Background: an optimization exercise with open tools, aiming at small area and a short achievable clock period. Do not read the settings as production practice. Where RTL was checked, it was by simulation tests only, not by an equivalence proof against the original. No activity file was given, so power comes from the tool's default toggle rates.

// multiplier_pipelined
module multiplier_pipelined(
    input clk,
    input logic[31:0] a,
    input logic[31:0] b,
    output logic[63:0] r
);
For scale: roughly 230 flip-flops, roughly 130 I/O pins, ~27,000 um2 of cells after synthesis.
clock: 7.5 ns
lec_check: 0
cap_margin: 20
core_margin: 2
core_utilization: 40
setup_slack_margin: 3.3
slew_margin: 20
synth_hierarchical: 1
standard.sh (not shown) runs the stock make flow with config.mk's settings and CLKGATE_MAP_FILE= SYNTH_SCRIPT=/design/flow/synth_recipe.tcl, a recipe that flattens the netlist after the stock synthesis.
==> flow/flow/run.sh <==
#!/bin/bash
# The standard layout (the standard.sh, unchanged synthesis and steps), except that the
# input and output ports are buffered with sky130_fd_sc_hd__buf_2 cells rather than the cell
# buffer_ports picks by default (clkdlybuf4s50_1, a slow delay cell). Every port still gets a buffer.
set -euo pipefail
export BUFFER_PORTS_ARGS="-buffer_cell sky130_fd_sc_hd__buf_2"
bash standard.sh > standard_flow.log 2>&1
Next try:
SETUP_SLACK_MARGIN = 3.6   (was 3.3)
Effect:
- sequential cell count stays the same
- first-iteration DRC count came out higher by 2.5%
- sequential power barely changes
- routed wire length went up by 6.3%
- die area is unchanged
Next try:
SETUP_SLACK_MARGIN = 3.1   (was 3.6)
Outcome:
- final area shrinks by roughly a tenth
- clock-buffer cell count stays the same
- final cell count fell by a few percent
- worst hold slack improves by 17 ps
Next try:
==> flow/flow/run.sh (replaced) <==
#!/bin/bash
# The standard layout (the standard.sh: unchanged synthesis and steps), with two changes:
# - the input and output ports are buffered with sky130_fd_sc_hd__buf_2 cells rather than
#   the cell buffer_ports picks by default (clkdlybuf4s50_1, a slow delay cell); every port
#   still gets a buffer;
# - after synthesis, flow/upsize.tcl (ORFS's POST_SYNTH_TCL hook) gives flip-flops that drive
#   8 or more loads the dfxtp_4 drive strength; registers keep their names and cell type.
set -euo pipefail
export BUFFER_PORTS_ARGS="-buffer_cell sky130_fd_sc_hd__buf_2"
export POST_SYNTH_TCL="$PWD/flow/upsize.tcl"
bash standard.sh > standard_flow.log 2>&1
==> flow/flow/upsize.tcl (new file) <==
# Give the flip-flops that drive many loads a stronger drive (dfxtp_1 -> dfxtp_4).
# Loads are counted through buffers and inverters. Only the drive strength changes:
# every register keeps its name and its cell type.
proc my_sinks {net depth} {
  set n 0
  foreach it [$net getITerms] {
    if {[$it isOutputSignal]} { continue }
    set m [[$it getInst] getMaster]
    if {$depth < 4 && [regexp {__(clk)?(buf|inv)_} [$m getName]]} {
      set o [[$it getInst] findITerm [expr {[regexp {inv} [$m getName]] ? "Y" : "X"}]]
      if {$o ne "NULL" && [$o getNet] ne "NULL"} { incr n [my_sinks [$o getNet] [expr {$depth + 1}]]; continue }
    }
    incr n
  }
  return $n
}
set n_up 0
foreach inst [[ord::get_db_block] getInsts] {
  if {[[$inst getMaster] getName] ne "sky130_fd_sc_hd__dfxtp_1"} { continue }
  set net [[$inst findITerm Q] getNet]
  if {$net eq "NULL"} { continue }
  if {[my_sinks $net 0] >= 8} {
    replace_cell [$inst getName] sky130_fd_sc_hd__dfxtp_4
    incr n_up
  }
}
puts "upsize.tcl: $n_up flip-flops upsized to dfxtp_4"
SETUP_SLACK_MARGIN = 3.3   (was 3.1)
Sequential power goes up by 13%. Final cell count goes up by 0.66%. Via count stays flat. Critical path depth goes up by 1. Global-route usage goes down by 1.1 points. Utilization goes up by 2.0 points. Power goes up by 12%. Combinational power goes up by about 10%.

* * *

Setup of run a:
multiplier_pipelined, a different RTL version from the one above (not shown whole).
Size: roughly 3100 cells after synthesis, about 230 flip-flops, roughly 29000 um2 of cells after synthesis.
make LEC_CHECK=0 CAP_MARGIN=20 CORE_MARGIN=2 CORE_UTILIZATION=40 SETUP_SLACK_MARGIN=3.2 SLEW_MARGIN=20 SYNTH_HIERARCHICAL=1 finish   # period 7.5 ns
run.sh (not shown) runs the stock make flow with config.mk's settings and CLKGATE_MAP_FILE= SYNTH_SCRIPT=/design/flow/synth_recipe.tcl, a recipe that flattens the netlist after the stock synthesis.
Stock flow here: none of the scripts above is used.
Input changes introduced in run b (baseline for comparison: run a):
==> flow/flow/run.sh (new file) <==
#!/bin/bash
# The standard layout (the standard.sh, unchanged synthesis and steps), except that the
# input and output ports are buffered with sky130_fd_sc_hd__buf_2 cells rather than the cell
# buffer_ports picks by default (clkdlybuf4s50_1, a slow delay cell). Every port still gets a buffer.
set -euo pipefail
export BUFFER_PORTS_ARGS="-buffer_cell sky130_fd_sc_hd__buf_2"
bash standard.sh > standard_flow.log 2>&1
==> flow/standard.sh (new file) <==
#!/bin/bash
# synth_recipe.tcl (not shown) runs the flow's synth.tcl, then flattens the netlist and writes it again
# the make line also repeats each setting of config.mk as NAME=value (left out here)
make -C /OpenROAD-flow-scripts/flow DESIGN_CONFIG=/design/flow/config.mk WORK_HOME=/design/flow/orfs CLKGATE_MAP_FILE= SYNTH_SCRIPT=/design/flow/synth_recipe.tcl "${@:-finish}"
removed: flow/run.sh
--- outcome ---
Cmp run b and run a / setup slack after placement / higher: run b
Going from run a to run b, post-route fraction of the period consumed by the critical path shrinks by 0.87 points.
Starting DRC count in detailed routing delta (run b − run a): favourable
Comparing run a against run b, there is no change at all in hold buffer count at cts.
On utilization of the core after routing: run b sits below run a.
For the flip-flop and latch area, run b came in 34 um2 lower than run a did.
| met2 demand-to-capacity share in global routing | higher: run b |
The wire length after detailed routing of run b and that of run a are within noise of each other.
No run of this note included a check of the RTL's function; only the layout flow was run.

* * *

multiplier_pipelined with an RTL version that a note above also has.
Size: ~2,900 cells after synthesis, roughly 130 I/O pins, ~28,000 um^2 of cells after synthesis.
Settings: LEC_CHECK=0, CAP_MARGIN=20, CORE_MARGIN=2, CORE_UTILIZATION=40, SETUP_SLACK_MARGIN=3.45, SLEW_MARGIN=20, SYNTH_HIERARCHICAL=1; clock period 7.5 ns.
standard.sh (not shown) runs the stock make flow with config.mk's settings and CLKGATE_MAP_FILE= SYNTH_SCRIPT=/design/flow/synth_recipe.tcl, a recipe that flattens the netlist after the stock synthesis.
==> flow/flow/run.sh <==
#!/bin/bash
# The standard layout (the standard.sh: unchanged synthesis and steps), with two changes:
# - the input and output ports are buffered with sky130_fd_sc_hd__buf_2 cells rather than
#   the cell buffer_ports picks by default (clkdlybuf4s50_1, a slow delay cell); every port
#   still gets a buffer;
# - after synthesis, flow/upsize.tcl (ORFS's POST_SYNTH_TCL hook) gives flip-flops that drive
#   8 or more loads the dfxtp_4 drive strength; registers keep their names and cell type.
set -euo pipefail
export BUFFER_PORTS_ARGS="-buffer_cell sky130_fd_sc_hd__buf_2"
export POST_SYNTH_TCL="$PWD/flow/upsize.tcl"
bash standard.sh > standard_flow.log 2>&1
==> flow/flow/upsize.tcl <==
# Give the flip-flops that drive many loads a stronger drive (dfxtp_1 -> dfxtp_4).
# Loads are counted through buffers and inverters. Only the drive strength changes:
# every register keeps its name and its cell type.
proc my_sinks {net depth} {
  set n 0
  foreach it [$net getITerms] {
    if {[$it isOutputSignal]} { continue }
    set m [[$it getInst] getMaster]
    if {$depth < 4 && [regexp {__(clk)?(buf|inv)_} [$m getName]]} {
      set o [[$it getInst] findITerm [expr {[regexp {inv} [$m getName]] ? "Y" : "X"}]]
      if {$o ne "NULL" && [$o getNet] ne "NULL"} { incr n [my_sinks [$o getNet] [expr {$depth + 1}]]; continue }
    }
    incr n
  }
  return $n
}
set n_up 0
foreach inst [[ord::get_db_block] getInsts] {
  if {[[$inst getMaster] getName] ne "sky130_fd_sc_hd__dfxtp_1"} { continue }
  set net [[$inst findITerm Q] getNet]
  if {$net eq "NULL"} { continue }
  if {[my_sinks $net 0] >= 8} {
    replace_cell [$inst getName] sky130_fd_sc_hd__dfxtp_4
    incr n_up
  }
}
puts "upsize.tcl: $n_up flip-flops upsized to dfxtp_4"
Edit:
PLACE_DENSITY = 0.75   (was unset)
SETUP_SLACK_MARGIN = 3.1   (was 3.45)
Result:
- total power goes down by 11%
- sequential cell count is unchanged
- cell area is lower by 8.9%
- worst hold slack is worse by 0.027 ns
- cell count shrinks by 3.0%
- utilization is lower by 4.2 points
- area after synthesis does not change

* * *

Starting RTL as in the previous note.
Settings: LEC_CHECK=0, CAP_MARGIN=20, CORE_MARGIN=2, CORE_UTILIZATION=40, PLACE_DENSITY=0.75, SETUP_SLACK_MARGIN=3.3, SLEW_MARGIN=20, SYNTH_HIERARCHICAL=1; clock period 7.5 ns.
Scripts as last shown in full above: flow/flow/run.sh, flow/flow/upsize.tcl
Next try:
- SETUP_SLACK_MARGIN: 3.3 -> 2.8
Effect: Clock-buffer cell count stays the same. Worst hold slack barely changes. Final cell count went down slightly. Worst setup slack gets worse by 0.34 ns. Die area does not change. Critical path depth went up by 1. Total power went down by a few percent. Routed wire length went down by a few percent.

[port drivers added, routing unchanged]
The results above use ideal ports. As a check the final layouts listed here were re-extracted and re-timed, cells and wires unchanged.
Step 1 sets driving cells, clkbuf_16 on the clock port and buf_2 on the other inputs (assumed; they add their load-dependent delay and slew).
Step 2 moves the port delays by t, midway between the first and last clock arrival at a register: inputs arrive t later, outputs are due t later. That takes back most of the time a late clock gives input paths.
Slacks: ideal ports / drivers / drivers and shift; pairs: ideal ports / drivers.
run	t, ns	slack for setup (ns)	pins driven straight from the clock port
the first run of note 1	0.625	3.264 / 3.204 / 3.332	1
the second run of note 1	0.632	3.237 / 3.178 / 3.400	1
the third run of note 1	0.625	3.123 / 3.109 / 3.123	1
the fourth run of note 1	0.643	3.326 / 3.274 / 3.326	1
run a	0.626	3.089 / 3.029 / 3.034	1
run b	0.632	3.154 / 3.094 / 3.155	1
the first run of note 3	0.653	3.336 / 3.266 / 3.375	1
the second run of note 3	0.605	3.142 / 3.080 / 3.307	1
the first run of note 4	0.605	3.242 / 3.180 / 3.299	1
the second run of note 4	0.604	2.900 / 2.837 / 3.290	1
After both steps setup and hold are still met in every run listed. The setup slack of run a, which loses most, moves by -0.060 ns with the drivers and by -0.055 ns with both steps.
